Context: an optimization exercise on an open-source flow, tuned for small area. The choices shown serve that exercise and are no tape-out recipe.
At most, simulation tests tie the RTL to the original design; equivalence was not proved.
No functional check of the RTL was part of runs 4 and 5.
Power is estimated from default activity; no workload was simulated.

==> design/flow/design.v <==
`timescale 1ns / 10ps
module PCC_4op
#(
parameter	LOCAL_Y	=	4'b0010,
parameter	LOCAL_X	=	4'b0001,
parameter	DATAW		=	66,
parameter	PORTS		=	4,
parameter   OUT_PORTS	=	4,
parameter	CONNECTIONW	=	16,
parameter	ADDRYX		=	8,
parameter	FWCTRLW		=	1,
parameter	BWCTRLW		=	3
)
(
input				clk,
input				reset,
input	[DATAW-1:0]	PCC_ip_data_i0,		PCC_ip_data_i1,		PCC_ip_data_i2,		PCC_ip_data_i3,	 
input				PCC_ip_stb_i0,		PCC_ip_stb_i1,		PCC_ip_stb_i2,		PCC_ip_stb_i3,	
input				PCC_ip_fwd_i0,		PCC_ip_fwd_i1,		PCC_ip_fwd_i2,		PCC_ip_fwd_i3,	    	
input				PCC_op_fail_i0,		PCC_op_fail_i1,		PCC_op_fail_i2,		PCC_op_fail_i3,	
input				PCC_op_pack_i0,		PCC_op_pack_i1,		PCC_op_pack_i2,		PCC_op_pack_i3,	
input				PCC_op_suspend_i0,	PCC_op_suspend_i1,	PCC_op_suspend_i2,	PCC_op_suspend_i3,	
input				PCC_op_cancel_i0,	PCC_op_cancel_i1,	PCC_op_cancel_i2,	PCC_op_cancel_i3,	
output	[DATAW-1:0]	PCC_op_data_o0,		PCC_op_data_o1,		PCC_op_data_o2,		PCC_op_data_o3,	
output				PCC_op_stb_o0,		PCC_op_stb_o1,		PCC_op_stb_o2,		PCC_op_stb_o3,	
output				PCC_op_fwd_o0,		PCC_op_fwd_o1,		PCC_op_fwd_o2,		PCC_op_fwd_o3,	
output				PCC_ip_fail_o0,		PCC_ip_fail_o1,		PCC_ip_fail_o2,		PCC_ip_fail_o3,	 
output				PCC_ip_pack_o0,		PCC_ip_pack_o1,		PCC_ip_pack_o2,		PCC_ip_pack_o3,	
output				PCC_ip_suspend_o0,	PCC_ip_suspend_o1,	PCC_ip_suspend_o2,	PCC_ip_suspend_o3,	
output				PCC_ip_cancel_o0,	PCC_ip_cancel_o1,	PCC_ip_cancel_o2,	PCC_ip_cancel_o3
);
localparam [2:0] S_IDLE = 3'd0, S_REQ1 = 3'd1, S_REQ2 = 3'd2,
                 S_PRE  = 3'd3, S_LOCK = 3'd4, S_FALL = 3'd5;
wire nr = ~reset;
wire [DATAW-1:0] din [0:3];
assign din[0] = PCC_ip_data_i0;
assign din[1] = PCC_ip_data_i1;
assign din[2] = PCC_ip_data_i2;
assign din[3] = PCC_ip_data_i3;
wire [3:0] stb_i   = {PCC_ip_stb_i3, PCC_ip_stb_i2, PCC_ip_stb_i1, PCC_ip_stb_i0};
wire [3:0] fwd_i   = {PCC_ip_fwd_i3, PCC_ip_fwd_i2, PCC_ip_fwd_i1, PCC_ip_fwd_i0};
wire [3:0] ofail_i = {PCC_op_fail_i3, PCC_op_fail_i2, PCC_op_fail_i1, PCC_op_fail_i0};
wire [3:0] opack_i = {PCC_op_pack_i3, PCC_op_pack_i2, PCC_op_pack_i1, PCC_op_pack_i0};
wire [3:0] osusp_i = {PCC_op_suspend_i3, PCC_op_suspend_i2, PCC_op_suspend_i1, PCC_op_suspend_i0};
wire [3:0] ocanc_i = {PCC_op_cancel_i3, PCC_op_cancel_i2, PCC_op_cancel_i1, PCC_op_cancel_i0};
reg  [15:0] conn;
reg  [4*DATAW-1:0] odata;
reg  [3:0]  ostb, ofwd, ofail, ocanc, osusp, opack;
reg  [3:0]  ipack, isusp, icanc, ifail, ireq, iskip;
reg  [11:0] ics;
reg  [3:0]  ax_eq, ax_off;           
reg  [3:0]  ay_loc, ay_cw;           
reg  [3:0]  sel_d1, sel_d2;          
reg         chg;                     
reg  [3:0]  dest_r;
reg         dir_a, dir_b, dir_c, ybr;
wire [3:0] occ = {|conn[15:12], |conn[11:8], |conn[7:4], |conn[3:0]};
wire [15:0] csel = conn & {16{nr}};
wire [DATAW-1:0] xd [0:3];
wire [3:0] xfwd;
wire [3:0] bw_pack, bw_susp, bw_canc;
genvar j, k;
generate
for (j = 0; j < 4; j = j + 1) begin : g_out
    assign xd[j] = ({DATAW{conn[4*j  ]}} & din[0]) | ({DATAW{conn[4*j+1]}} & din[1])
                 | ({DATAW{conn[4*j+2]}} & din[2]) | ({DATAW{conn[4*j+3]}} & din[3]);
    assign xfwd[j] = |(conn[4*j+:4] & fwd_i);
    always @(posedge clk) begin
        odata[DATAW*j+:DATAW] <= ({DATAW{csel[4*j  ]}} & din[0]) | ({DATAW{csel[4*j+1]}} & din[1])
                  | ({DATAW{csel[4*j+2]}} & din[2]) | ({DATAW{csel[4*j+3]}} & din[3]);
        ofwd[j]  <= nr & xfwd[j];
        ostb[j]  <= nr & occ[j];
        ofail[j] <= nr & ofail_i[j];
        opack[j] <= nr & opack_i[j];
        osusp[j] <= nr & osusp_i[j];
        ocanc[j] <= nr & ocanc_i[j] & ~xd[j][DATAW-1] & xd[j][DATAW-2];
    end
end
for (k = 0; k < 4; k = k + 1) begin : g_bw
    wire [3:0] col = {conn[12+k], conn[8+k], conn[4+k], conn[k]};
    assign bw_pack[k] = |(col & opack);
    assign bw_susp[k] = |(col & osusp);
    assign bw_canc[k] = |(col & ocanc);
end
endgenerate
wire [3:0] sel = ireq[0] ? 4'b0001 : ireq[3] ? 4'b1000 :
                 ireq[1] ? 4'b0010 : ireq[2] ? 4'b0100 : 4'b0000;
wire any_sel = |ireq;
wire s_xeq  = |(sel & ax_eq);
wire s_xoff = |(sel & ax_off);
wire s_yloc = |(sel & ay_loc);
wire s_ycw  = |(sel & ay_cw);
always @(posedge clk) begin
    sel_d1 <= sel & {4{nr}};
    sel_d2 <= sel_d1 & {4{nr}};
    chg    <= nr & (sel_d1 != sel_d2);
    dest_r <= {4{nr}} & {any_sel & dir_b, any_sel & dir_c, any_sel & dir_a, s_xeq & s_yloc};
    if (reset) begin
        dir_a <= 1'b0; dir_b <= 1'b0; dir_c <= 1'b0; ybr <= 1'b0;
    end else if (s_xeq) begin
        if (sel[1] || ((sel[0] || sel[3]) && s_ycw)) begin
            dir_c <= 1'b1; dir_a <= 1'b0; dir_b <= 1'b0;
        end else begin
            dir_c <= 1'b0; dir_a <= 1'b1; dir_b <= 1'b0;
        end
    end else if (s_xoff) begin
        dir_b <= ybr; dir_a <= ~ybr; dir_c <= 1'b0; ybr <= 1'b1;
    end
end
wire [3:0] src = sel_d2;
wire [3:0] freed = dest_r & ~occ;
wire anyfree = |freed;
wire [3:0] first = {freed[3] & ~|freed[2:0], freed[2] & ~|freed[1:0], freed[1] & ~freed[0], freed[0]};
wire [3:0] grant = (chg & anyfree) ? src : 4'b0;
wire [3:0] deny  = ((chg & ~anyfree) ? src : 4'b0)
                 | (ofail[0] ? conn[3:0]   : 4'b0) | (ofail[1] ? conn[7:4]   : 4'b0)
                 | (ofail[2] ? conn[11:8]  : 4'b0) | (ofail[3] ? conn[15:12] : 4'b0);
generate
for (j = 0; j < 4; j = j + 1) begin : g_conn_j
    for (k = 0; k < 4; k = k + 1) begin : g_conn_k
        always @(posedge clk)
            conn[4*j+k] <= nr & stb_i[k] &
                ((conn[4*j+k] & ~(ocanc[j] | ofail[j])) | (chg & src[k] & first[j]));
    end
end
endgenerate
function [1:0] xcls;    
    input [3:0] x;
    xcls = {x != LOCAL_X && x != 4'd0, x == LOCAL_X};
endfunction
function [1:0] ycls;    
    input [3:0] y;
    reg [3:0] d;
    begin
        d = y - LOCAL_Y;
        ycls = {(LOCAL_X == 4'd1 && d <= 4'd8 && d != 4'd0) || (LOCAL_X == 4'd2 && d <= 4'd4 && d != 4'd0),
                y == LOCAL_Y};
    end
endfunction
generate
for (k = 0; k < 4; k = k + 1) begin : g_in
    wire [DATAW-1:0] d = din[k];
    wire stb = stb_i[k];
    wire [2:0] cs = ics[3*k+:3];
    wire mc2 = d[DATAW-3];
    wire check_pot = d[DATAW-1:DATAW-2] == 2'b10 &&
        ((mc2 && d[11:8] == LOCAL_Y && |d[15:12]) ||
         (!mc2 && d[11:8] == LOCAL_X && d[15:12] == LOCAL_Y && |d[23:16]));
    reg [2:0] ns;
    always @(*) begin
        case (cs)
        S_IDLE: ns = (stb && d[DATAW-1]) ? S_REQ1 : S_IDLE;
        S_REQ1: ns = !stb ? S_IDLE : deny[k] ? S_FALL : grant[k] ? S_PRE : S_REQ1;
        S_REQ2: ns = !stb ? S_IDLE : deny[k] ? S_FALL : grant[k] ? S_PRE : S_REQ2;
        S_PRE:  ns = !stb ? S_IDLE : deny[k] ? S_FALL :
                     !bw_pack[k] ? S_PRE : (!check_pot || iskip[k]) ? S_LOCK : S_REQ2;
        S_LOCK: ns = !stb ? S_IDLE : deny[k] ? S_FALL : bw_canc[k] ? S_IDLE : S_LOCK;
        S_FALL: ns = !stb ? S_IDLE : S_FALL;
        default: ns = S_IDLE;
        endcase
    end
    wire ld1 = ns == S_REQ1;
    wire ld2 = ns == S_REQ2;
    wire [1:0] xc = ld1 ? xcls(d[11:8]) : xcls(d[19:16]);
    wire [1:0] yc = !mc2 ? (ld2 ? ycls(d[23:20]) : ycls(d[15:12]))
                         : (ld2 ? ycls(d[15:12]) : ycls(d[11:8]));
    always @(posedge clk) begin
        ics[3*k+:3] <= reset ? S_IDLE : ns;
        ifail[k] <= nr & (cs != S_FALL) & (ns == S_FALL);
        ireq[k]  <= nr & (ld1 | ld2);
        iskip[k] <= nr & stb & (ld2 | iskip[k]);
        ipack[k] <= nr & bw_pack[k];
        isusp[k] <= nr & bw_susp[k];
        icanc[k] <= nr & bw_canc[k];
        if (!nr || !(ld1 || ld2)) begin
            ax_eq[k] <= 1'b0; ax_off[k] <= 1'b0;
        end else if (!mc2) begin
            ax_eq[k] <= xc[0]; ax_off[k] <= xc[1];
        end
        ay_loc[k] <= yc[0];
        ay_cw[k]  <= yc[1];
    end
end
endgenerate
assign PCC_op_data_o0 = odata[DATAW*0+:DATAW];
assign PCC_op_data_o1 = odata[DATAW*1+:DATAW];
assign PCC_op_data_o2 = odata[DATAW*2+:DATAW];
assign PCC_op_data_o3 = odata[DATAW*3+:DATAW];
assign {PCC_op_stb_o3, PCC_op_stb_o2, PCC_op_stb_o1, PCC_op_stb_o0} = ostb;
assign {PCC_op_fwd_o3, PCC_op_fwd_o2, PCC_op_fwd_o1, PCC_op_fwd_o0} = ofwd;
assign {PCC_ip_fail_o3, PCC_ip_fail_o2, PCC_ip_fail_o1, PCC_ip_fail_o0} = ifail;
assign {PCC_ip_pack_o3, PCC_ip_pack_o2, PCC_ip_pack_o1, PCC_ip_pack_o0} = ipack;
assign {PCC_ip_suspend_o3, PCC_ip_suspend_o2, PCC_ip_suspend_o1, PCC_ip_suspend_o0} = isusp;
assign {PCC_ip_cancel_o3, PCC_ip_cancel_o2, PCC_ip_cancel_o1, PCC_ip_cancel_o0} = icanc;
endmodule
==> design/flow/run.sh <==
#!/bin/bash
# synth_recipe.tcl (not shown) runs the flow's synth.tcl, then flattens the netlist and writes it again
# the make line also repeats each setting of config.mk as NAME=value (left out here)
make -C /OpenROAD-flow-scripts/flow DESIGN_CONFIG=/design/flow/config.mk WORK_HOME=/design/flow/orfs CLKGATE_MAP_FILE= SYNTH_SCRIPT=/design/flow/synth_recipe.tcl finish
==> design/flow/config.mk <==
export PLATFORM = sky130hd
export DESIGN_NAME = PCC_4op
export DESIGN_NICKNAME = PCC_4op
export VERILOG_FILES = /design/flow/design.v
export SDC_FILE = /design/flow/constraint.sdc
export NUM_CORES = 4
export LEC_CHECK = 0
export CAP_MARGIN = 20
export CORE_MARGIN = 2
export CORE_UTILIZATION = 40
export SLEW_MARGIN = 20
==> design/flow/constraint.sdc <==
create_clock -name core_clock -period 4.0 [get_ports {clk}]
set_input_delay 0.8000 -clock core_clock [delete_from_list [all_inputs] [get_ports {clk}]]
set_output_delay 0.8000 -clock core_clock [all_outputs]
set_load 0.01 [all_outputs]
==> flow_summary.json, run 1 <==
{
  "hp-class": "reg -> reg",
  "path_cells": "nor4_4 -> a22oi_2 -> nand2_1 -> and3_1 -> o2111ai_1 -> and4_4 -> mux2_4 -> a2111oi_4",
  "ir_worst_vdd_mv": 0.247,
  "ys_warn_count": 1,
  "numCtsBuffers": 42,
  "antenna_found_initial": 7,
  "grt_max_degree": 65,
  "cts_tree": "done",
  "nets": 2687,
  "async_flop_share": 0,
  "drt_iter0_drc": 2465,
  "largest_reg_flops": 264,
  "slowest_stage": "dfxtp_1",
  "reg_top3": "odata (264), conn (16), ics (12)",
  "crit_path_end_kind": "flop",
  "pre_cts_ws_ns": 0.148,
  "top_level_ports": 578,
  "arrival_ns": 3.94,
  "initial_core_util": 0.406,
  "synth_top_area_frac": 0.447,
  "firstDrtPassIters": 8,
  "globalRouteTotalUtil": 0.374,
  "clock-root-buffer": "clkbuf_16",
  "ant_nets": 0,
  "cts_sinks": 371,
  "fillers": 3598,
  "worstMarginPinSlew_ns": 0.867,
  "syn_to_final_growth_pct": 46.8,
  "synth.most_common_cell": "a22oi_1",
  "clock_path_buffers": 3,
  "io_buffers": 577,
  "synth_common_cells": "a22oi_1, dfxtp_1, nand2_1",
  "grt_pass1_vias": 17800,
  "setup-tns-final_ns": 0,
  "routed-via-count": 18600,
  "die-height_um": 208,
  "fmax_ghz": 0.288,
  "power_density_nw_per_um2": 334,
  "synth_ff_type": "dfxtp_1",
  "synthDistinctLibCells": 84,
  "drc": 0,
  "finClkSkew_ns": 0.0156,
  "grt-ovfl-total": 0,
  "synth_area_um2": 16600,
  "rows": 74,
  "crit_buf_inv": 0,
  "path_delay_family": "compound AO/OA/AOI/OAI gates",
  "top_register": "odata",
  "ctsHoldBuffers": 0,
  "synth_seq_area_share": 0.447,
  "grt_setup_unrepaired": "false",
  "cp-start-kind": "flop",
  "critical_path_class": "reg -> reg",
  "clk_pin_slew_ns": 0.06,
  "syn-num-nets": 2175,
  "clock_latency_ns": 0.57,
  "cap_violations": 0,
  "final_layout_size_suffix_gt1_frac": 0.0719,
  "yosysTopAreaCell": "dfxtp_1",
  "synth_area_leaders": "dfxtp_1, a22oi_1, nand2_1",
  "grt_pass1_wl_mm": 123,
  "viasPerCell": 6.31,
  "htreeDepth": 2,
  "routed_wl_mm": 84.3,
  "fin_crit_ns": 3.48,
  "coreArea_um2": 40900,
  "cts_resized": 0,
  "setup_ws_ns": 0.524,
  "min_period_over_period": 0.869,
  "wl_per_cell_um": 28.6,
  "gp_congestion": 0.992,
  "worstPathRequired_ns": 4.47,
  "finalHoldViolations": 0,
  "ys_seq_elements": 371,
  "post-cts-setup-buffer-count": 0,
  "synth_edf_count": 0,
  "die_w_um": 208,
  "max_stage_delay_ns": 0.67,
  "setup-violations-final": 0,
  "slew_headroom": 0.414,
  "slew_violations": 0,
  "leakagePower_nw": 9.52,
  "dp_hpwl_mm": 58.1,
  "die_area_um2": 43200,
  "outcome": "finished clean",
  "netlist_instances": 1867,
  "cp_max_fo": 11,
  "syn_avg_cell_area_um2": 8.90
}
==> power breakdown <==
| group | switching [mW] | internal (mW) |
|---|---|---|
| clock | 1.61 | 2.13 |
| combinational | 0.326 | 0.331 |
| sequential | 0.0275 | 3.72 |
| total | 1.96 | 6.18 |
==> layer usage <==
metal / track usage / vias up / wire (um)
li1: - / 8016 / -
met1: 0.471 / 8887 / 32000
met2: 0.592 / 1435 / 38100
met3: 0.112 / 232 / 10400
met4: 0.161 / 6 / 3810
met5: 0 / - / 44
==> kinds of logic (layout without fill, tap and decap cells) <==
kind of cell / Yosys count / count (layout) / synth area share
compound gates: 710 / 710 / 0.321
xor+xnor: 16 / 16 / 0.00843
fa+ha+maj: 18 / 18 / 0.0136
buf+inv: 205 / 743 / 0.0501
flops: 371 / 371 / 0.447
mux: 13 / 13 / 0.00851
other cells: 0 / 6 / 0
simple gates: 534 / 534 / 0.152
==> final timing paths <==
kind / depth (start not counted) / slack (ns) / startpoint / endpoint
min: 2 / 0.47 / ax_eq[3] / ax_eq[3]
min reg2reg: 2 / 0.47 / ax_eq[3] / ax_eq[3]
max: 8 / 0.52 / conn[14] / ax_eq[2]
max reg2reg: 8 / 0.52 / conn[14] / ax_eq[2]
==> placed cells by master (no fill, tap or decap), types with 9 or more instances in the layout <==
| cell | instances |
|---|---|
| a22oi_1 | 564 |
| clkdlybuf4s50_1 | 576 |
| nor2b_4 | 16 |
| clkinv_2 | 12 |
| nor2_1 | 94 |
| dfxtp_1 | 371 |
| nand2_1 | 293 |
| a31oi_1 | 10 |
| nor3b_1 | 9 |
| nor3_1 | 16 |
| xnor2_1 | 10 |
| nor2b_1 | 26 |
| ha_1 | 18 |
| mux2i_1 | 10 |
| buf_4 | 49 |
| inv_1 | 35 |
| a22o_1 | 14 |
| and2_1 | 9 |
| clkbuf_16 | 43 |
| and3_1 | 11 |
| buf_12 | 13 |
| a221oi_1 | 14 |
| a21oi_1 | 39 |
| o21ai_0 | 16 |
==> cell type report <==
cell class,count,area [um2],area share
Timing Repair Buffer,638,6390,0.262
Antenna cell,6,15.0,0.000615
Clock inverter,15,106,0.00436
Inverter,35,131,0.00538
Multi-Input combinational cell,1291,8480,0.348
Clock buffer,55,1180,0.0484
Sequential cell,371,7430,0.304
Tap cell,532,666,0.0273
==> metrics by stage <==
step | util | instance area (um2) | cells | hold WS, ns | power, mW
floorplan | - | 16600 | 1867 | 0.429 | 3.96
global placement | 0.564 | 23100 | 2867 | 0.453 | 4.45
detailed placement | 0.564 | 23100 | 2867 | 0.466 | 4.46
CTS | 0.596 | 24400 | 2937 | 0.478 | 8.16
global route | 0.596 | 24400 | 2940 | 0.497 | 8.35
finish | 0.596 | 24400 | 2943 | 0.475 | 8.14
==> worst min-delay path, delay by kind of cell (launching register included) <==
family          cells  cell delay, ns
flops               1            0.31
compound gates      1            0.06
buf+inv             1            0.05
==> inputs of run 2 (changes only) <==
--- a/design/flow/config.mk
+++ b/design/flow/config.mk
@@ -6,4 +6,5 @@
 export NUM_CORES = 4
 export LEC_CHECK = 0
+export ABC_AREA = 1
 export CAP_MARGIN = 20
 export CORE_MARGIN = 2
==> flow_summary.json, run 2 <==
{
  "cts_tree": "done",
  "ys_seq_elements": 371,
  "io_buffers": 577,
  "drc": 0,
  "routed-via-count": 20400,
  "firstDrtPassIters": 8,
  "cp_max_fo": 6,
  "nets": 3185,
  "clock_path_buffers": 3,
  "worstMarginPinSlew_ns": 0.928,
  "final_cell_mix": "clkdlybuf4s50_1, nand2_1, dfxtp_1",
  "synthDistinctLibCells": 46,
  "coreArea_um2": 41900,
  "p_comb_frac": 0.084,
  "ir_worst_vdd_mv": 0.274,
  "ant_nets": 0,
  "setup-violations-final": 0,
  "globalRouteTotalUtil": 0.404,
  "clock-root-buffer": "clkbuf_16",
  "cp-start-kind": "primary input",
  "synthMuxAreaShare": 0,
  "slew_violations": 0,
  "crit_path_end_kind": "flop",
  "fmax_ghz": 0.369,
  "ctsHoldBuffers": 0,
  "die_area_um2": 43900,
  "synth_seq_area_share": 0.440,
  "viasPerCell": 5.89,
  "cts_resized": 0,
  "synth_ff_type": "dfxtp_1",
  "rows": 75,
  "min_period_over_period": 0.677,
  "finClkSkew_ns": 0.0275,
  "clock_latency_ns": 0.59,
  "dp_hpwl_mm": 68.1,
  "grt_max_degree": 51,
  "synth_edf_count": 0,
  "synth_top_family_by_area": "compound AO/OA/AOI/OAI gates",
  "p_clk_frac": 0.477,
  "netlist_instances": 2318,
  "synth.most_common_cell": "nand2_1",
  "setup-tns-final_ns": 0,
  "synthSimpleGateAreaFrac": 0.174,
  "layout_commonest_cell": "clkdlybuf4s50_1",
  "grt_pass1_vias": 19400,
  "syn-num-nets": 2626,
  "ys_warn_count": 1,
  "grt-ovfl-total": 0,
  "synth_compound_area_frac": 0.266,
  "drt_iter0_drc": 3046,
  "cap_violations": 0,
  "grt_setup_unrepaired": "false",
  "p_int_mw": 6.44,
  "synth_fa_ha_area_frac": 0.0133,
  "fin_crit_ns": 2.71,
  "swShare": 0.244,
  "routed_wl_mm": 92.6,
  "finalHoldViolations": 0,
  "synth_xor_area_frac": 0.00830,
  "critical_path_class": "in -> reg",
  "die_w_um": 209,
  "synth_common_cells": "nand2_1, dfxtp_1, inv_1",
  "wl_per_cell_um": 26.8,
  "final_layout_size_suffix_gt1_frac": 0.0605,
  "antenna_found_initial": 9,
  "synth_area_leaders": "dfxtp_1, nand2_1, o21ai_0",
  "worstPathRequired_ns": 4.52,
  "yosysTopAreaCell": "dfxtp_1",
  "utilization": 0.594,
  "post-cts-setup-buffer-count": 0,
  "reg_top3": "odata (264), conn (16), ics (12)",
  "numCtsBuffers": 43,
  "hp-class": "reg -> reg",
  "synth_top_area_frac": 0.440,
  "top_register": "odata",
  "power_density_nw_per_um2": 343,
  "power_frac_seq": 0.439,
  "gp_congestion": 0.993,
  "synth_area_um2": 16900,
  "die-height_um": 209,
  "switching_power_mw": 2.08,
  "grt_pass1_wl_mm": 131,
  "cts_sinks": 371,
  "initial_core_util": 0.403,
  "async_flop_share": 0,
  "syn_to_final_growth_pct": 47.2,
  "clk_pin_slew_ns": 0.06,
  "outcome": "finished clean",
  "largest_reg_flops": 264,
  "leakagePower_nw": 9.94,
  "syn_avg_cell_area_um2": 7.28,
  "top_level_ports": 578,
  "htreeDepth": 2,
  "arrival_ns": 3.23,
  "slew_headroom": 0.381
}
==> run 2: power groups by stage <==
stage / registers [mW] / logic (mW) / clock network [mW]
after floorplan: 3.81 / 0.229 / 0
after global placement: 3.82 / 0.684 / 0
after detailed placement: 3.82 / 0.693 / 0
after CTS: 3.74 / 0.697 / 4.05
after global routing: 3.74 / 0.761 / 4.19
final: 3.74 / 0.717 / 4.06
==> run 2: metal layers <==
layer  vias up  track usage  share of wire
li1       9011            -              -
met1      9558        0.510           0.38
met2      1486        0.638           0.45
met3       302       0.0977           0.11
met4         8        0.220          0.058
met5         -            0        0.00057
==> run 2: metrics by stage <==
stage / worst slack (ns) / total power, mW / std cells / hold slack (ns) / cell area [um2]
after floorplan: 1.68 / 4.04 / 2318 / 0.416 / 16900
after global placement: 0.878 / 4.50 / 3371 / 0.424 / 23400
after detailed placement: 0.773 / 4.51 / 3371 / 0.426 / 23400
after CTS: 1.37 / 8.48 / 3449 / 0.441 / 24800
after global routing: 0.973 / 8.69 / 3452 / 0.464 / 24800
final: 1.29 / 8.52 / 3455 / 0.436 / 24900
==> run 2: cells by family (layout without fill, tap and decap cells) <==
| logic type | after synthesis | after routing |
|---|---|---|
| compound gates | 783 | 783 |
| buf+inv | 433 | 1025 |
| fa+ha+maj | 18 | 18 |
| simple gates | 697 | 697 |
| xor+xnor | 16 | 16 |
| flops | 371 | 371 |
| other cells | 0 | 6 |
==> run 2: path summary, 6_finish.rpt <==
kind	cells after the start	from	slack [ns]	to
worst max-delay path	18	PCC_ip_data_i2[14]	1.29	ax_off[2]
worst min register to register	2	sel_d1[2]	0.44	sel_d2[2]
worst max register to register	13	conn[12]	1.48	ax_eq[0]
worst min-delay path	2	sel_d1[2]	0.44	sel_d2[2]
==> run 2: critical path: stages <==
cell             delay [ns]
clkdlybuf4s50_1        0.40
inv_1                  0.21
ha_1                   0.20
nor3b_1                0.33
nand2_1                0.12
nor2_1                 0.11
nand2_1                0.06
nand2_1                0.07
nand2_1                0.05
nand2_1                0.09
nand2_1                0.06
nand2_1                0.12
nand2_1                0.10
nor2_2                 0.14
inv_2                  0.06
nand2_1                0.09
nand3_1                0.07
nor2_1                 0.14
==> run 2: layout make-up <==
class | count | area, um2
repair buffers | 626 | 6230
clock buffers | 61 | 1220
multi-input cells | 1514 | 7880
fillers | 3830 | 17000
diodes | 6 | 15.0
well taps | 539 | 674
flip-flops and latches | 371 | 7430
inverters | 321 | 1200
clock inverters | 17 | 198
==> inputs of run 3 (changes only) <==
==> design/flow/flow/run.sh (new file) <==
#!/bin/bash
# Standard ORFS layout, with the smallest buffer for the port buffers and
# smaller clock-tree buffers without dummy loads.
set -euo pipefail
bash standard.sh \
  "BUFFER_PORTS_ARGS=-buffer_cell sky130_fd_sc_hd__buf_1" \
  "CTS_ARGS=-sink_clustering_enable -repair_clock_nets -dont_use_dummy_load -buf_list {sky130_fd_sc_hd__clkbuf_4 sky130_fd_sc_hd__clkbuf_8}" \
  finish > flow_make.log 2>&1
==> design/flow/standard.sh (new file) <==
#!/bin/bash
# synth_recipe.tcl (not shown) runs the flow's synth.tcl, then flattens the netlist and writes it again
# the make line also repeats each setting of config.mk as NAME=value (left out here)
make -C /OpenROAD-flow-scripts/flow DESIGN_CONFIG=/design/flow/config.mk WORK_HOME=/design/flow/orfs CLKGATE_MAP_FILE= SYNTH_SCRIPT=/design/flow/synth_recipe.tcl "${@:-finish}"
--- a/design/flow/config.mk
+++ b/design/flow/config.mk
@@ -6,5 +6,4 @@
 export NUM_CORES = 4
 export LEC_CHECK = 0
-export ABC_AREA = 1
 export CAP_MARGIN = 20
 export CORE_MARGIN = 2
removed: design/flow/run.sh
==> flow_summary.json, run 3 <==
{
  "layout_commonest_cell": "buf_1",
  "top_register": "odata",
  "slew_headroom": 0.390,
  "firstDrtPassIters": 8,
  "layout.cells.non_filler": 2919,
  "top_level_ports": 578,
  "wl_per_cell_um": 27.0,
  "crit_path_end_kind": "flop",
  "synth_common_cells": "a22oi_1, dfxtp_1, nand2_1",
  "arrival_ns": 3.55,
  "coreArea_um2": 40900,
  "gp_congestion": 0.970,
  "netlist_instances": 1867,
  "synth_edf_count": 0,
  "async_flop_share": 0,
  "synth_ff_type": "dfxtp_1",
  "placed_cells": 2845,
  "synth_top_area_frac": 0.447,
  "final_layout_size_suffix_gt1_frac": 0.0655,
  "ys_seq_elements": 371,
  "nets": 2692,
  "pre_cts_ws_ns": 0.522,
  "clock_path_buffers": 3,
  "synth_area_um2": 16600,
  "power_density_nw_per_um2": 356,
  "clock_latency_ns": 0.62,
  "grt_pass1_vias": 17800,
  "cts_sinks": 371,
  "synth.most_common_cell": "a22oi_1",
  "drc": 0,
  "cap_violations": 0,
  "die_w_um": 208,
  "die-height_um": 208,
  "final_cell_mix": "buf_1, a22oi_1, dfxtp_1",
  "routed-via-count": 18400,
  "largest_reg_flops": 264,
  "ctsHoldBuffers": 0,
  "utilization": 0.495,
  "post-cts-setup-buffer-count": 0,
  "routed_wl_mm": 78.8,
  "grt_max_degree": 65,
  "viasPerCell": 6.31,
  "grt_setup_unrepaired": "false",
  "fin_crit_ns": 3.05,
  "ant_nets": 0,
  "htreeDepth": 3,
  "finalHoldViolations": 0,
  "p_comb_frac": 0.063,
  "grt_pass1_wl_mm": 116,
  "syn-num-nets": 2175,
  "p_int_mw": 5.38,
  "setup_ws_ns": 0.947,
  "synth_area_leaders": "dfxtp_1, a22oi_1, nand2_1",
  "rows": 74,
  "antenna_found_initial": 7,
  "yosysTopAreaCell": "dfxtp_1",
  "ir_worst_vdd_mv": 0.258,
  "finClkSkew_ns": 0.0584,
  "ys_warn_count": 1,
  "min_period_over_period": 0.763,
  "syn_to_final_growth_pct": 21.9,
  "synth_seq_area_share": 0.447,
  "worstMarginPinSlew_ns": 0.914,
  "setup-violations-final": 0,
  "cp-start-kind": "flop",
  "numCtsBuffers": 69,
  "clock-root-buffer": "clkbuf_8",
  "die_area_um2": 43200,
  "synthDistinctLibCells": 84,
  "hp-class": "in -> reg",
  "drt_iter0_drc": 2511,
  "syn_avg_cell_area_um2": 8.90,
  "reg_top3": "odata (264), conn (16), ics (12)",
  "cp_max_fo": 10,
  "grt-ovfl-total": 0,
  "holdWs_ns": 0.402,
  "leakagePower_nw": 7.82,
  "outcome": "finished clean",
  "swShare": 0.254,
  "globalRouteTotalUtil": 0.348,
  "power_frac_seq": 0.520,
  "worstPathRequired_ns": 4.50,
  "clk_pin_slew_ns": 0.06,
  "critical_path_class": "reg -> reg",
  "cts_tree": "done",
  "p_clk_frac": 0.416,
  "fmax_ghz": 0.328,
  "switching_power_mw": 1.83,
  "io_buffers": 577,
  "initial_core_util": 0.406,
  "cts_resized": 0,
  "setup-tns-final_ns": 0,
  "slew_violations": 0,
  "dp_hpwl_mm": 53.4
}
run 3: changes by cell type after synthesis, sizes merged, moves of 13 or more:
cell / before / now
nand2: 402 / 293
nor2: 160 / 94
a221o: 29 / 2
a22oi: 0 / 567
nand3: 59 / 9
o22ai: 199 / 1
a21oi: 245 / 40
o2111ai: 14 / 1
clkbuf: 94 / 118
o21ai: 264 / 18
buf: 18 / 52
nand4: 33 / 1
nor2b: 0 / 42
inv: 317 / 35
run 3: metrics by stage:
step	power [mW]	area (um2)
2_1_floorplan	3.96	16600
6_report	7.21	20300
5_1_grt	7.45	20300
4_1_cts	7.24	20300
3_3_place_gp	4.25	19300
3_5_place_dp	4.26	19300
run 3: worst max-delay path: stages, from the launching register on:
cell and delay (ns):
dfxtp_1 0.66, a22o_1 0.27, o21ai_0 0.23, a211oi_1 0.39, nor2_1 0.09, o2111ai_1 0.35
and4_4 0.33, mux2_4 0.32, a2111oi_4 0.32
run 3: cells by family (layout without fill, tap and decap cells):
| kind of cell | Yosys count | after routing | synth area share |
|---|---|---|---|
| DFF | 371 | 371 | 0.447 |
| xor gates and xnor gates | 16 | 16 | 0.00843 |
| other | 0 | 5 | 0 |
| muxes | 13 | 13 | 0.00851 |
| adders and majority gates | 18 | 18 | 0.0136 |
| and+or+nand+nor | 534 | 534 | 0.152 |
| buffers and inverters | 205 | 720 | 0.0501 |
| AOI/OAI and AO/OA | 710 | 710 | 0.321 |
run 3: worst paths after layout:
kind              cells after the start      startpoint  slack [ns]        end
hold reg to reg                       1           dir_b        0.45  dest_r[3]
hold / removal                        2  PCC_op_fail_i0        0.40   ofail[0]
setup / recovery                      8         conn[2]        0.95   ax_eq[2]
setup reg to reg                      8         conn[2]        0.95   ax_eq[2]
run 3: cell type report:
type / count / area (um2)
clock buffers: 69 / 950
multi-input cells: 1291 / 8480
fillers: 4056 / 20700
well taps: 532 / 666
repair buffers: 616 / 2600
inverters: 35 / 131
flip-flops and latches: 371 / 7430
diodes: 5 / 12.5
run 3: per-layer routing:
layer  wire, um  vias to the layer above  global-route usage
met2      35500                     1436               0.542
li1           -                     7988                   -
met5         25                        -                   0
met3       9190                      218              0.0882
met4       3380                        4               0.166
met1      30700                     8762               0.450
run 3: power groups by stage:
stage          combinational, mW  clock (mW)  sequential, mW
2_1_floorplan              0.146           0            3.81
3_3_place_gp               0.423           0            3.83
3_5_place_dp               0.437           0            3.82
4_1_cts                    0.440        3.05            3.75
5_1_grt                    0.489        3.21            3.75
6_report                   0.456        3.00            3.75
==> inputs of run 4 (changes only) <==
--- a/design/flow/design.v
+++ b/design/flow/design.v
@@ -30,6 +30,6 @@
 output				PCC_ip_cancel_o0,	PCC_ip_cancel_o1,	PCC_ip_cancel_o2,	PCC_ip_cancel_o3
 );
-localparam [2:0] S_IDLE = 3'd0, S_REQ1 = 3'd1, S_REQ2 = 3'd2,
-                 S_PRE  = 3'd3, S_LOCK = 3'd4, S_FALL = 3'd5;
+localparam [2:0] S_IDLE = 3'b000, S_PRE  = 3'b001, S_LOCK = 3'b010,
+                 S_FALL = 3'b011, S_REQ1 = 3'b100, S_REQ2 = 3'b101;
 wire nr = ~reset;
 wire [DATAW-1:0] din [0:3];
@@ -47,5 +47,5 @@
 reg  [4*DATAW-1:0] odata;
 reg  [3:0]  ostb, ofwd, ofail, ocanc, osusp, opack;
-reg  [3:0]  ipack, isusp, icanc, ifail, ireq, iskip;
+reg  [3:0]  ipack, isusp, icanc, ifail, iskip;
 reg  [11:0] ics;
 reg  [3:0]  ax_eq, ax_off;           
@@ -55,28 +55,24 @@
 reg  [3:0]  dest_r;
 reg         dir_a, dir_b, dir_c, ybr;
-wire [3:0] occ = {|conn[15:12], |conn[11:8], |conn[7:4], |conn[3:0]};
-wire [15:0] csel = conn & {16{nr}};
-wire [DATAW-1:0] xd [0:3];
-wire [3:0] xfwd;
+wire [15:0] cs_ = conn & {16{nr}};
+wire [3:0] occ = {|cs_[15:12], |cs_[11:8], |cs_[7:4], |cs_[3:0]};
 wire [3:0] bw_pack, bw_susp, bw_canc;
 genvar j, k;
 generate
 for (j = 0; j < 4; j = j + 1) begin : g_out
-    assign xd[j] = ({DATAW{conn[4*j  ]}} & din[0]) | ({DATAW{conn[4*j+1]}} & din[1])
-                 | ({DATAW{conn[4*j+2]}} & din[2]) | ({DATAW{conn[4*j+3]}} & din[3]);
-    assign xfwd[j] = |(conn[4*j+:4] & fwd_i);
+    wire [DATAW-1:0] xd = ({DATAW{cs_[4*j  ]}} & din[0]) | ({DATAW{cs_[4*j+1]}} & din[1])
+                        | ({DATAW{cs_[4*j+2]}} & din[2]) | ({DATAW{cs_[4*j+3]}} & din[3]);
     always @(posedge clk) begin
-        odata[DATAW*j+:DATAW] <= ({DATAW{csel[4*j  ]}} & din[0]) | ({DATAW{csel[4*j+1]}} & din[1])
-                  | ({DATAW{csel[4*j+2]}} & din[2]) | ({DATAW{csel[4*j+3]}} & din[3]);
-        ofwd[j]  <= nr & xfwd[j];
-        ostb[j]  <= nr & occ[j];
-        ofail[j] <= nr & ofail_i[j];
-        opack[j] <= nr & opack_i[j];
-        osusp[j] <= nr & osusp_i[j];
-        ocanc[j] <= nr & ocanc_i[j] & ~xd[j][DATAW-1] & xd[j][DATAW-2];
+        odata[DATAW*j+:DATAW] <= xd;
+        ofwd[j]  <= |(cs_[4*j+:4] & fwd_i);
+        ostb[j]  <= occ[j];
+        ofail[j] <= ofail_i[j];
+        opack[j] <= opack_i[j];
+        osusp[j] <= osusp_i[j];
+        ocanc[j] <= ocanc_i[j] & ~xd[DATAW-1] & xd[DATAW-2];
     end
 end
 for (k = 0; k < 4; k = k + 1) begin : g_bw
-    wire [3:0] col = {conn[12+k], conn[8+k], conn[4+k], conn[k]};
+    wire [3:0] col = {cs_[12+k], cs_[8+k], cs_[4+k], cs_[k]};
     assign bw_pack[k] = |(col & opack);
     assign bw_susp[k] = |(col & osusp);
@@ -84,4 +80,5 @@
 end
 endgenerate
+wire [3:0] ireq = {ics[11], ics[8], ics[5], ics[2]};
 wire [3:0] sel = ireq[0] ? 4'b0001 : ireq[3] ? 4'b1000 :
                  ireq[1] ? 4'b0010 : ireq[2] ? 4'b0100 : 4'b0000;
@@ -95,5 +92,5 @@
     sel_d2 <= sel_d1 & {4{nr}};
     chg    <= nr & (sel_d1 != sel_d2);
-    dest_r <= {4{nr}} & {any_sel & dir_b, any_sel & dir_c, any_sel & dir_a, s_xeq & s_yloc};
+    dest_r <= {any_sel & dir_b, any_sel & dir_c, any_sel & dir_a, s_xeq & s_yloc};
     if (reset) begin
         dir_a <= 1'b0; dir_b <= 1'b0; dir_c <= 1'b0; ybr <= 1'b0;
@@ -114,6 +111,6 @@
 wire [3:0] grant = (chg & anyfree) ? src : 4'b0;
 wire [3:0] deny  = ((chg & ~anyfree) ? src : 4'b0)
-                 | (ofail[0] ? conn[3:0]   : 4'b0) | (ofail[1] ? conn[7:4]   : 4'b0)
-                 | (ofail[2] ? conn[11:8]  : 4'b0) | (ofail[3] ? conn[15:12] : 4'b0);
+                 | (ofail[0] ? cs_[3:0]   : 4'b0) | (ofail[1] ? cs_[7:4]   : 4'b0)
+                 | (ofail[2] ? cs_[11:8]  : 4'b0) | (ofail[3] ? cs_[15:12] : 4'b0);
 generate
 for (j = 0; j < 4; j = j + 1) begin : g_conn_j
@@ -129,12 +126,20 @@
     xcls = {x != LOCAL_X && x != 4'd0, x == LOCAL_X};
 endfunction
+function [15:0] cw_table;
+    input dummy;
+    integer i;
+    reg [3:0] d;
+    begin
+        for (i = 0; i < 16; i = i + 1) begin
+            d = i - LOCAL_Y;
+            cw_table[i] = (LOCAL_X == 4'd1 && d <= 4'd8 && d != 4'd0) ||
+                          (LOCAL_X == 4'd2 && d <= 4'd4 && d != 4'd0);
+        end
+    end
+endfunction
+localparam [15:0] CW_TAB = cw_table(1'b0);
 function [1:0] ycls;    
     input [3:0] y;
-    reg [3:0] d;
-    begin
-        d = y - LOCAL_Y;
-        ycls = {(LOCAL_X == 4'd1 && d <= 4'd8 && d != 4'd0) || (LOCAL_X == 4'd2 && d <= 4'd4 && d != 4'd0),
-                y == LOCAL_Y};
-    end
+    ycls = {CW_TAB[y], y == LOCAL_Y};
 endfunction
 generate
@@ -168,9 +173,8 @@
         ics[3*k+:3] <= reset ? S_IDLE : ns;
         ifail[k] <= nr & (cs != S_FALL) & (ns == S_FALL);
-        ireq[k]  <= nr & (ld1 | ld2);
         iskip[k] <= nr & stb & (ld2 | iskip[k]);
-        ipack[k] <= nr & bw_pack[k];
-        isusp[k] <= nr & bw_susp[k];
-        icanc[k] <= nr & bw_canc[k];
+        ipack[k] <= bw_pack[k];
+        isusp[k] <= bw_susp[k];
+        icanc[k] <= bw_canc[k];
         if (!nr || !(ld1 || ld2)) begin
             ax_eq[k] <= 1'b0; ax_off[k] <= 1'b0;
==> design/flow/flow/run.sh (replaced) <==
#!/bin/bash
# Standard ORFS layout, with the smallest buffer for the port buffers and
# a coarser clock tree without dummy loads.
set -euo pipefail
bash standard.sh \
  "BUFFER_PORTS_ARGS=-buffer_cell sky130_fd_sc_hd__buf_1" \
  "CTS_ARGS=-sink_clustering_enable -repair_clock_nets -dont_use_dummy_load -sink_clustering_size 26 -sink_clustering_max_diameter 80 -buf_list {sky130_fd_sc_hd__clkbuf_16}" \
  finish > flow_make.log 2>&1
--- a/design/flow/config.mk
+++ b/design/flow/config.mk
@@ -6,6 +6,6 @@
 export NUM_CORES = 4
 export LEC_CHECK = 0
-export CAP_MARGIN = 20
+export CAP_MARGIN = 0
 export CORE_MARGIN = 2
 export CORE_UTILIZATION = 40
-export SLEW_MARGIN = 20
+export SLEW_MARGIN = 0
==> flow_summary.json, run 4 <==
{
  "multi_input_area_um2": 7980,
  "reg2reg_depth": 8,
  "cts_resized": 0,
  "fin_crit_ns": 3.01,
  "outcome": "finished clean",
  "crit_path_end_kind": "flop",
  "power_mw": 6.52,
  "fillers": 3986,
  "arrival_ns": 3.53,
  "synthDistinctLibCells": 72,
  "dp_hpwl_mm": 53.3,
  "top_register": "odata",
  "routed-via-count": 17700,
  "ir_worst_vdd_mv": 0.284,
  "ys_seq_elements": 367,
  "synth_seq_area_share": 0.462,
  "syn_to_final_growth_pct": 21.1,
  "die_w_um": 203,
  "power_density_nw_per_um2": 339,
  "ys_warn_count": 1,
  "slew_headroom": 0.225,
  "finalHoldViolations": 0,
  "setup-violations-final": 0,
  "grt_setup_unrepaired": "false",
  "worstPathRequired_ns": 4.52,
  "setup-tns-final_ns": 0,
  "post-cts-setup-buffer-count": 0,
  "netlist_instances": 1813,
  "syn-num-nets": 2103,
  "hp-class": "in -> reg",
  "coreArea_um2": 39500,
  "clock_path_buffers": 3,
  "r2r-end": "ay_loc[2]",
  "drc": 0,
  "grt_pass1_wl_mm": 111,
  "final_cell_mix": "buf_1, a22oi_1, dfxtp_1",
  "worstMarginPinSlew_ns": 1.16,
  "yosysTopAreaCell": "dfxtp_1",
  "cts_sinks": 367,
  "globalRouteTotalUtil": 0.355,
  "cap_violations": 0,
  "seq_area_um2": 7350,
  "largest_reg_flops": 264,
  "io_buffers": 577,
  "reg_top3": "odata (264), conn (16), ics (12)",
  "numCtsBuffers": 25,
  "grt_max_degree": 69,
  "clock_latency_ns": 0.61,
  "utilization": 0.488,
  "min_from": "PCC_op_pack_i3",
  "drt_iter0_drc": 2288,
  "ant_nets": 0,
  "clock-root-buffer": "clkbuf_16",
  "syn_avg_cell_area_um2": 8.78,
  "r2r_slack_ns": 0.99,
  "hold_depth": 1,
  "finClkSkew_ns": 0.0575,
  "wl_per_cell_um": 27.3,
  "synth_edf_count": 0,
  "r2r-start": "conn[8]",
  "routed_wl_mm": 77.7,
  "viasPerCell": 6.21,
  "synth_area_um2": 15900,
  "clk_pin_slew_ns": 0.09,
  "placed_cells": 2802,
  "synth_area_leaders": "dfxtp_1, a22oi_1, nand2_1",
  "cp-start-kind": "flop",
  "synth.most_common_cell": "a22oi_1",
  "rows": 73,
  "firstDrtPassIters": 7,
  "die-height_um": 203,
  "antenna_found_initial": 11,
  "min_period_over_period": 0.753,
  "grt_pass1_vias": 16300,
  "layout_commonest_cell": "buf_1",
  "final_layout_size_suffix_gt1_frac": 0.0482,
  "async_flop_share": 0,
  "layout.cells.non_filler": 2842,
  "fmax_ghz": 0.332,
  "synth_common_cells": "a22oi_1, dfxtp_1, nand2_1",
  "critical_path_class": "reg -> reg",
  "top_level_ports": 578,
  "ctsHoldBuffers": 0,
  "cp_max_fo": 6,
  "synth_ff_type": "dfxtp_1",
  "grt-ovfl-total": 0,
  "slew_violations": 0,
  "cts_tree": "done",
  "gp_congestion": 0.978,
  "worstHoldEndpoint": "opack[3]",
  "die_area_um2": 41400,
  "initial_core_util": 0.403,
  "htreeDepth": 1,
  "synth_top_area_frac": 0.462,
  "leakagePower_nw": 7.40,
  "nets": 2594
}
run 4: changes by cell type in the layout (fill, tap and decap cells not counted), moves of 11 or more:
cell,change
a221oi_1,-11
clkbuf_16,+25
clkbuf_8,-69
inv_1,-13
buf_4,+15
ha_1,-18
nand2_1,+21
nor2b_1,-12
run 4: cell type report:
type | count | share of cell area
antenna | 15 | 0.00195
clock buffer | 25 | 0.0325
inverter | 23 | 0.00448
multi-input combinational | 1265 | 0.414
sequential | 367 | 0.381
tap | 525 | 0.0341
timing repair buffer | 622 | 0.131
run 4: worst max path at each step:
| stage | start | to | slack, ns | cells past startpoint |
|---|---|---|---|---|
| floorplan | PCC_ip_data_i3[11] | ay_cw[3] | 0.88 | 9 |
| global placement | PCC_ip_data_i3[8] | ay_cw[3] | 0.56 | 9 |
| detailed placement | PCC_ip_data_i3[8] | ay_cw[3] | 0.55 | 9 |
| CTS | conn[0] | ay_loc[2] | 1.05 | 8 |
| global route | conn[0] | ay_loc[2] | 0.73 | 8 |
| finish | conn[8] | ay_loc[2] | 0.99 | 8 |
run 4: cells by family (layout without fill, tap and decap cells):
group | Yosys count | after routing | synth area share
xor+xnor | 10 | 10 | 0.00550
simple gates | 544 | 544 | 0.155
mux | 17 | 17 | 0.0109
buf+inv | 181 | 670 | 0.0444
flops | 367 | 367 | 0.462
compound gates | 694 | 694 | 0.322
other cells | 0 | 15 | 0
run 4: layer usage:
metal / vias to the layer above / GRT usage / part of all wire
met5: - / 0 / 0
li1: 7765 / - / -
met2: 1293 / 0.554 / 0.45
met1: 8373 / 0.457 / 0.38
met4: 0 / 0.166 / 0.049
met3: 227 / 0.0940 / 0.12
run 4: critical path, cell delays in order (launching register included):
cell	delay, ns
dfxtp_1	0.36
nor4_1	0.52
o21ai_0	0.28
and4_1	0.39
a21oi_1	0.34
a41oi_1	0.29
nor3b_4	0.30
mux2_2	0.36
o21ai_1	0.11
run 4: metrics by stage:
stage	hold slack [ns]	area, um2	setup WS (ns)
after global placement	0.444	18600	0.564
final	0.311	19300	0.988
after global routing	0.294	19200	0.734
after floorplan	0.426	15900	0.881
after CTS	0.296	19200	1.05
after detailed placement	0.460	18600	0.548
run 4: power by group:
| group | leakage [nW] | internal (mW) | switching [mW] | total, mW |
|---|---|---|---|---|
| registers | 2.96 | 3.67 | 0.0228 | 3.69 |
| logic | 4.13 | 0.125 | 0.306 | 0.431 |
| clock network | 0.308 | 1.10 | 1.30 | 2.40 |
==> inputs of run 5 (changes only) <==
==> design/flow/flow/run.sh (replaced) <==
#!/bin/bash
# Standard ORFS layout, with the smallest buffer for the port buffers and
# a coarser clock tree without dummy loads.
set -euo pipefail
bash standard.sh \
  "BUFFER_PORTS_ARGS=-buffer_cell sky130_fd_sc_hd__buf_1" \
  "CTS_ARGS=-sink_clustering_enable -repair_clock_nets -dont_use_dummy_load -sink_clustering_size 14 -sink_clustering_max_diameter 60 -buf_list {sky130_fd_sc_hd__clkbuf_8}" \
  finish > flow_make.log 2>&1
==> flow_summary.json, run 5 <==
{
  "leakagePower_nw": 7.35,
  "slowest_stage": "nor4_1",
  "cts_resized": 0,
  "max_stage_delay_ns": 0.47,
  "worstMarginPinSlew_ns": 1.16,
  "power_density_nw_per_um2": 325,
  "cts_tree": "done",
  "die-height_um": 203,
  "outcome": "finished clean",
  "r2r_slack_ns": 0.96,
  "fillers": 4004,
  "finalHoldViolations": 0,
  "reg_top3": "odata (264), conn (16), ics (12)",
  "synth.most_common_cell": "a22oi_1",
  "async_flop_share": 0,
  "ctsHoldBuffers": 0,
  "reg2reg_depth": 8,
  "cap_violations": 0,
  "rows": 73,
  "io_buffers": 577,
  "worstPathRequired_ns": 4.56,
  "final_layout_size_suffix_gt1_frac": 0.0527,
  "routed_wl_mm": 78.0,
  "largest_reg_flops": 264,
  "clock-root-buffer": "clkbuf_8",
  "ys_warn_count": 1,
  "arrival_ns": 3.60,
  "hp-class": "in -> reg",
  "netlist_instances": 1813,
  "syn_to_final_growth_pct": 20.2,
  "coreArea_um2": 39500,
  "grt_pass1_wl_mm": 111,
  "ir_worst_vdd_mv": 0.237,
  "clock_path_buffers": 3,
  "die_w_um": 203,
  "slew_violations": 0,
  "yosysTopAreaCell": "dfxtp_1",
  "slew_headroom": 0.225,
  "synth_area_leaders": "dfxtp_1, a22oi_1, nand2_1",
  "hold_depth": 1,
  "setup-tns-final_ns": 0,
  "grt_pass1_vias": 16400,
  "clk_pin_slew_ns": 0.08,
  "die_area_um2": 41400,
  "cp_max_fo": 6,
  "numCtsBuffers": 36,
  "synth_top_area_frac": 0.462,
  "firstDrtPassIters": 7,
  "finClkSkew_ns": 0.0657,
  "holdWs_ns": 0.253,
  "top_register": "odata",
  "fin_crit_ns": 3.04,
  "drt_iter0_drc": 2333,
  "crit_path_end_kind": "flop",
  "post-cts-setup-buffer-count": 0,
  "critical_path_class": "reg -> reg",
  "setup-violations-final": 0,
  "min_period_over_period": 0.761,
  "synth_common_cells": "a22oi_1, dfxtp_1, nand2_1",
  "wl_per_cell_um": 27.4,
  "syn-num-nets": 2103,
  "drc": 0,
  "worstHoldEndpoint": "opack[3]",
  "path_cells": "nor4_1 -> o21ai_0 -> and4_1 -> a21oi_1 -> a41oi_1 -> nor3b_4 -> mux2_2 -> o21ai_1",
  "globalRouteTotalUtil": 0.357,
  "r2r-end": "ay_loc[2]",
  "r2r-start": "conn[1]",
  "htreeDepth": 2,
  "power_mw": 6.21,
  "grt_setup_unrepaired": "false",
  "nets": 2605,
  "min_from": "PCC_op_pack_i3",
  "cp-start-kind": "flop",
  "dp_hpwl_mm": 53.3,
  "gp_congestion": 0.978,
  "top_level_ports": 578,
  "synth_ff_type": "dfxtp_1",
  "layout_commonest_cell": "buf_1",
  "antenna_found_initial": 10,
  "routed-via-count": 17800,
  "synth_seq_area_share": 0.462,
  "synth_edf_count": 0,
  "initial_core_util": 0.403,
  "clock_latency_ns": 0.64,
  "fmax_ghz": 0.329,
  "synthDistinctLibCells": 72,
  "cts_sinks": 367,
  "ant_nets": 0,
  "ys_seq_elements": 367,
  "syn_avg_cell_area_um2": 8.78,
  "final_cell_mix": "buf_1, a22oi_1, dfxtp_1",
  "synth_area_um2": 15900,
  "grt-ovfl-total": 0,
  "viasPerCell": 6.24,
  "grt_max_degree": 69
}
[run 5: cell count changes in the layout (fill, tap and decap cells not counted), sizes merged]
| cell | previous run | this run |
|---|---|---|
| clkbuf | 26 | 37 |
| diode | 15 | 11 |
[run 5: final cells by class]
class / count / area (um2) / share of cell area
tap: 525 / 657 / 0.0344
antenna: 11 / 27.5 / 0.00144
inverter: 23 / 86.3 / 0.00452
clock buffer: 36 / 495 / 0.0259
sequential: 367 / 7350 / 0.384
timing repair buffer: 622 / 2530 / 0.132
multi-input combinational: 1265 / 7980 / 0.417
[run 5: kinds of logic after synthesis]
family | count (synthesis) | share of synthesized area
flops | 367 | 0.462
xor+xnor | 10 | 0.00550
simple gates | 544 | 0.155
compound gates | 694 | 0.322
mux | 17 | 0.0109
buf+inv | 181 | 0.0444
[run 5: how the worst max path moves through the flow]
stage           endpoint                from  slack [ns]  cells after the start
2_1_floorplan   ay_cw[3]  PCC_ip_data_i3[11]        0.88                      9
3_3_place_gp    ay_cw[3]   PCC_ip_data_i3[8]        0.56                      9
3_5_place_dp    ay_cw[3]   PCC_ip_data_i3[8]        0.55                      9
4_1_cts        ay_loc[2]             conn[1]        1.02                      8
5_1_grt        ay_loc[2]             conn[0]        0.71                      8
6_report       ay_loc[2]             conn[1]        0.96                      8
[run 5: report_power, final]
group,internal (mW),leakage [nW],total (mW),switching [mW]
Combinational,0.125,4.13,0.431,0.306
Sequential,3.67,2.96,3.69,0.0227
Clock,0.807,0.259,2.09,1.28
Total,4.60,7.35,6.21,1.61
[run 5: routing by layer]
| layer | GRT usage | vias up | part of all wire |
|---|---|---|---|
| met1 | 0.456 | 8432 | 0.38 |
| met2 | 0.559 | 1328 | 0.45 |
| met5 | 0 | - | 0.00023 |
| li1 | - | 7775 | - |
| met4 | 0.168 | 2 | 0.051 |
| met3 | 0.0978 | 235 | 0.12 |
[run 5: worst max-delay path, delay by kind of cell (launching register included)]
family,cells,cell delay [ns]
AOI/OAI and AO/OA,4,1.05
DFF,1,0.38
and+or+nand+nor,3,1.16
muxes,1,0.36
[run 5: metrics by stage]
| stage | util | setup WS [ns] | instance area, um2 | instances |
|---|---|---|---|---|
| 2_1_floorplan | - | 0.881 | 15900 | 1813 |
| 3_3_place_gp | 0.471 | 0.564 | 18600 | 2802 |
| 3_5_place_dp | 0.471 | 0.548 | 18600 | 2802 |
| 4_1_cts | 0.484 | 1.02 | 19100 | 2838 |
| 5_1_grt | 0.484 | 0.709 | 19100 | 2845 |
| 6_report | 0.485 | 0.956 | 19100 | 2849 |
==> inputs of run 6 (changes only) <==
--- a/design/flow/design.v
+++ b/design/flow/design.v
@@ -49,10 +49,11 @@
 reg  [3:0]  ipack, isusp, icanc, ifail, iskip;
 reg  [11:0] ics;
-reg  [3:0]  ax_eq, ax_off;           
-reg  [3:0]  ay_loc, ay_cw;           
+reg  [7:0]  act;
+reg  [3:0]  loc;
 reg  [3:0]  sel_d1, sel_d2;          
 reg         chg;                     
 reg  [3:0]  dest_r;
-reg         dir_a, dir_b, dir_c, ybr;
+reg  [1:0]  dir;                     
+reg         ybr;                     
 wire [15:0] cs_ = conn & {16{nr}};
 wire [3:0] occ = {|cs_[15:12], |cs_[11:8], |cs_[7:4], |cs_[3:0]};
@@ -84,23 +85,18 @@
                  ireq[1] ? 4'b0010 : ireq[2] ? 4'b0100 : 4'b0000;
 wire any_sel = |ireq;
-wire s_xeq  = |(sel & ax_eq);
-wire s_xoff = |(sel & ax_off);
-wire s_yloc = |(sel & ay_loc);
-wire s_ycw  = |(sel & ay_cw);
+wire [1:0] s_act = ({2{sel[0]}} & act[1:0]) | ({2{sel[1]}} & act[3:2])
+                 | ({2{sel[2]}} & act[5:4]) | ({2{sel[3]}} & act[7:6]);
+wire s_loc = |(sel & loc);
 always @(posedge clk) begin
     sel_d1 <= sel & {4{nr}};
     sel_d2 <= sel_d1 & {4{nr}};
     chg    <= nr & (sel_d1 != sel_d2);
-    dest_r <= {any_sel & dir_b, any_sel & dir_c, any_sel & dir_a, s_xeq & s_yloc};
+    dest_r <= {any_sel & (dir == 2'b11), any_sel & (dir == 2'b10), any_sel & (dir == 2'b01), s_loc};
     if (reset) begin
-        dir_a <= 1'b0; dir_b <= 1'b0; dir_c <= 1'b0; ybr <= 1'b0;
-    end else if (s_xeq) begin
-        if (sel[1] || ((sel[0] || sel[3]) && s_ycw)) begin
-            dir_c <= 1'b1; dir_a <= 1'b0; dir_b <= 1'b0;
-        end else begin
-            dir_c <= 1'b0; dir_a <= 1'b1; dir_b <= 1'b0;
-        end
-    end else if (s_xoff) begin
-        dir_b <= ybr; dir_a <= ~ybr; dir_c <= 1'b0; ybr <= 1'b1;
+        dir <= 2'b00; ybr <= 1'b0;
+    end else if (s_act == 2'b11) begin
+        dir <= {ybr, 1'b1}; ybr <= 1'b1;
+    end else if (s_act != 2'b00) begin
+        dir <= s_act;
     end
 end
@@ -167,5 +163,7 @@
     wire ld1 = ns == S_REQ1;
     wire ld2 = ns == S_REQ2;
-    wire [1:0] xc = ld1 ? xcls(d[11:8]) : xcls(d[19:16]);
+    wire [1:0] xn = ld1 ? xcls(d[11:8]) : xcls(d[19:16]);
+    wire [1:0] xo = {act[2*k+1] & act[2*k], act[2*k+1] ^ act[2*k]};
+    wire [1:0] xc = mc2 ? xo : xn;
     wire [1:0] yc = !mc2 ? (ld2 ? ycls(d[23:20]) : ycls(d[15:12]))
                          : (ld2 ? ycls(d[15:12]) : ycls(d[11:8]));
@@ -177,11 +175,13 @@
         isusp[k] <= bw_susp[k];
         icanc[k] <= bw_canc[k];
-        if (!nr || !(ld1 || ld2)) begin
-            ax_eq[k] <= 1'b0; ax_off[k] <= 1'b0;
-        end else if (!mc2) begin
-            ax_eq[k] <= xc[0]; ax_off[k] <= xc[1];
-        end
-        ay_loc[k] <= yc[0];
-        ay_cw[k]  <= yc[1];
+        if (!nr || !(ld1 || ld2))
+            act[2*k+:2] <= 2'b00;
+        else if (xc[1])
+            act[2*k+:2] <= 2'b11;
+        else if (xc[0])
+            act[2*k+:2] <= (k == 1 || ((k == 0 || k == 3) && yc[1])) ? 2'b10 : 2'b01;
+        else
+            act[2*k+:2] <= 2'b00;
+        loc[k] <= xc[0] & yc[0];
     end
 end
==> flow_summary.json, run 6 <==
{
  "hold_depth": 1,
  "drt_iter0_drc": 2076,
  "drc": 0,
  "dp_hpwl_mm": 51.8,
  "placed_cells": 2772,
  "viasPerCell": 6.24,
  "cp_max_fo": 5,
  "wl_per_cell_um": 27.0,
  "worstPathRequired_ns": 4.49,
  "min_period_over_period": 0.676,
  "die-height_um": 203,
  "syn-num-nets": 2087,
  "synth.most_common_cell": "a22oi_1",
  "max_stage_delay_ns": 0.47,
  "top_register": "odata",
  "grt_pass1_vias": 17100,
  "reg_top3": "odata (264), conn (16), ics (12)",
  "fin_crit_ns": 2.70,
  "path_cells": "nor4_2 -> o21ai_1 -> nand4_1 -> o211ai_2 -> a211oi_4 -> mux2i_1 -> mux2i_1 -> a31o_1",
  "clk_pin_slew_ns": 0.10,
  "grt_pass1_wl_mm": 109,
  "async_flop_share": 0,
  "worstMarginPinSlew_ns": 1.34,
  "htreeDepth": 2,
  "critical_path_class": "reg -> reg",
  "power_density_nw_per_um2": 327,
  "synth_top_area_frac": 0.459,
  "slew_violations": 0,
  "clock_latency_ns": 0.61,
  "fmax_ghz": 0.370,
  "antenna_found_initial": 2,
  "syn_to_final_growth_pct": 19.3,
  "final_cell_mix": "buf_1, a22oi_1, dfxtp_1",
  "reg2reg_depth": 8,
  "synthDistinctLibCells": 83,
  "cts_tree": "done",
  "top_level_ports": 578,
  "power_mw": 6.19,
  "crit_path_end_kind": "flop",
  "synth_ff_type": "dfxtp_1",
  "globalRouteTotalUtil": 0.350,
  "gp_congestion": 0.954,
  "io_buffers": 577,
  "clock_path_buffers": 3,
  "outcome": "finished clean",
  "cts_sinks": 364,
  "die_area_um2": 41300,
  "setup-violations-final": 0,
  "setup-tns-final_ns": 0,
  "syn_avg_cell_area_um2": 8.86,
  "cap_violations": 0,
  "cpMostUsedCell": "mux2i_1",
  "ctsHoldBuffers": 0,
  "largest_reg_flops": 264,
  "ant_nets": 0,
  "ys_seq_elements": 364,
  "numCtsBuffers": 37,
  "cts_resized": 0,
  "firstDrtPassIters": 6,
  "place_area_um2": 18400,
  "rows": 73,
  "slew_headroom": 0.103,
  "routed-via-count": 17500,
  "post-cts-setup-buffer-count": 0,
  "layout_commonest_cell": "buf_1",
  "clock-root-buffer": "clkbuf_8",
  "routed_wl_mm": 75.8,
  "grt-ovfl-total": 0,
  "holdWs_ns": 0.296,
  "synth_area_leaders": "dfxtp_1, a22oi_1, nand2_1",
  "cp-start-kind": "flop",
  "synth_area_um2": 15900,
  "finClkSkew_ns": 0.0489,
  "coreArea_um2": 39500,
  "synth_edf_count": 0,
  "leakagePower_nw": 7.26,
  "grt_max_degree": 69,
  "layout.cells.non_filler": 2811,
  "synth_common_cells": "a22oi_1, dfxtp_1, nand2_1",
  "arrival_ns": 3.19,
  "slowest_stage": "nor4_2",
  "grt_setup_unrepaired": "false",
  "ys_warn_count": 1,
  "finalHoldViolations": 0,
  "yosysTopAreaCell": "dfxtp_1",
  "initial_core_util": 0.403,
  "hp-class": "in -> reg",
  "fin_area_um2": 19000,
  "ir_worst_vdd_mv": 0.203,
  "synth_seq_area_share": 0.459,
  "final_layout_size_suffix_gt1_frac": 0.0525,
  "netlist_instances": 1793,
  "die_w_um": 203,
  "nets": 2580
}
-- run 6: kinds of logic after synthesis --
| group | share of synthesized area |
|---|---|
| buffers and inverters | 0.0448 |
| xor gates and xnor gates | 0.00551 |
| adders and majority gates | 0.00315 |
| muxes | 0.00890 |
| and+or+nand+nor | 0.153 |
| AOI/OAI and AO/OA | 0.326 |
| DFF | 0.459 |
-- run 6: path summary, 6_finish.rpt --
kind | start | to | slack (ns)
worst max-delay path | conn[8] | act[1] | 1.30
worst min-delay path | PCC_op_suspend_i2 | osusp[2] | 0.30
worst max register to register | conn[8] | act[1] | 1.30
worst min register to register | dir[0] | dest_r[1] | 0.46
-- run 6: area by class of cell --
cell class                 count  area [um2]
antenna                        2        5.00
clock buffer                  37         509
fill                        4018       20500
inverter                      14        52.6
multi-input combinational   1259        8010
sequential                   364        7290
tap                          525         657
timing repair buffer         610        2440
-- run 6: worst max-delay path: cells and delay by family (launching register included) --
kind	cells	cell delay [ns]
AOI/OAI and AO/OA	4	1.04
DFF	1	0.38
muxes	2	0.35
and+or+nand+nor	2	0.83
-- run 6: metrics by stage --
stage                util  setup WS, ns
floorplan               -          1.28
global placement    0.467         0.808
detailed placement  0.467         0.761
CTS                 0.480          1.34
global route        0.480          1.07
finish              0.480          1.30
-- run 6: layer usage --
layer / vias to the layer above / track usage / routed length [um]
met5: - / 0 / 13
met4: 2 / 0.184 / 3700
met3: 229 / 0.0920 / 8580
met2: 1185 / 0.556 / 34700
met1: 8429 / 0.437 / 28800
li1: 7682 / - / -
-- run 6: power breakdown --
group / switching [mW] / internal, mW
combinational: 0.302 / 0.119
clock: 1.28 / 0.828
sequential: 0.0247 / 3.64

[port drivers added, routing unchanged]
The flow's constraints put no driver on any port. The routed layouts listed below were extracted and timed again, unchanged, in two steps.
Step 1 assumes that a clkbuf_16 drives the clock port and a buf_2 every other input.
Step 2 also shifts input and output timing later by t, the mid clock arrival at the registers, as if the neighbouring blocks saw the same clock.
Three values: ideal, step 1, step 2; two values: the first two.
run	t, ns	setup slack, ns	hold slack, ns
run 1	0.617	0.524 / 0.524 / 0.058	0.475 / 0.475 / 0.475
run 2	0.633	1.293 / 1.333 / 0.700	0.436 / 0.436 / 0.436
run 3	0.642	0.947 / 0.947 / 0.447	0.402 / 0.372 / 0.450
run 4	0.631	0.988 / 0.988 / 0.510	0.311 / 0.275 / 0.456
run 5	0.659	0.956 / 0.956 / 0.466	0.253 / 0.223 / 0.474
run 6	0.639	1.298 / 1.298 / 0.687	0.296 / 0.276 / 0.455
After both steps setup and hold are still met in every run listed. The setup slack of run 6, which loses most, moves by 0.000 ns with the drivers and by -0.611 ns with both steps.
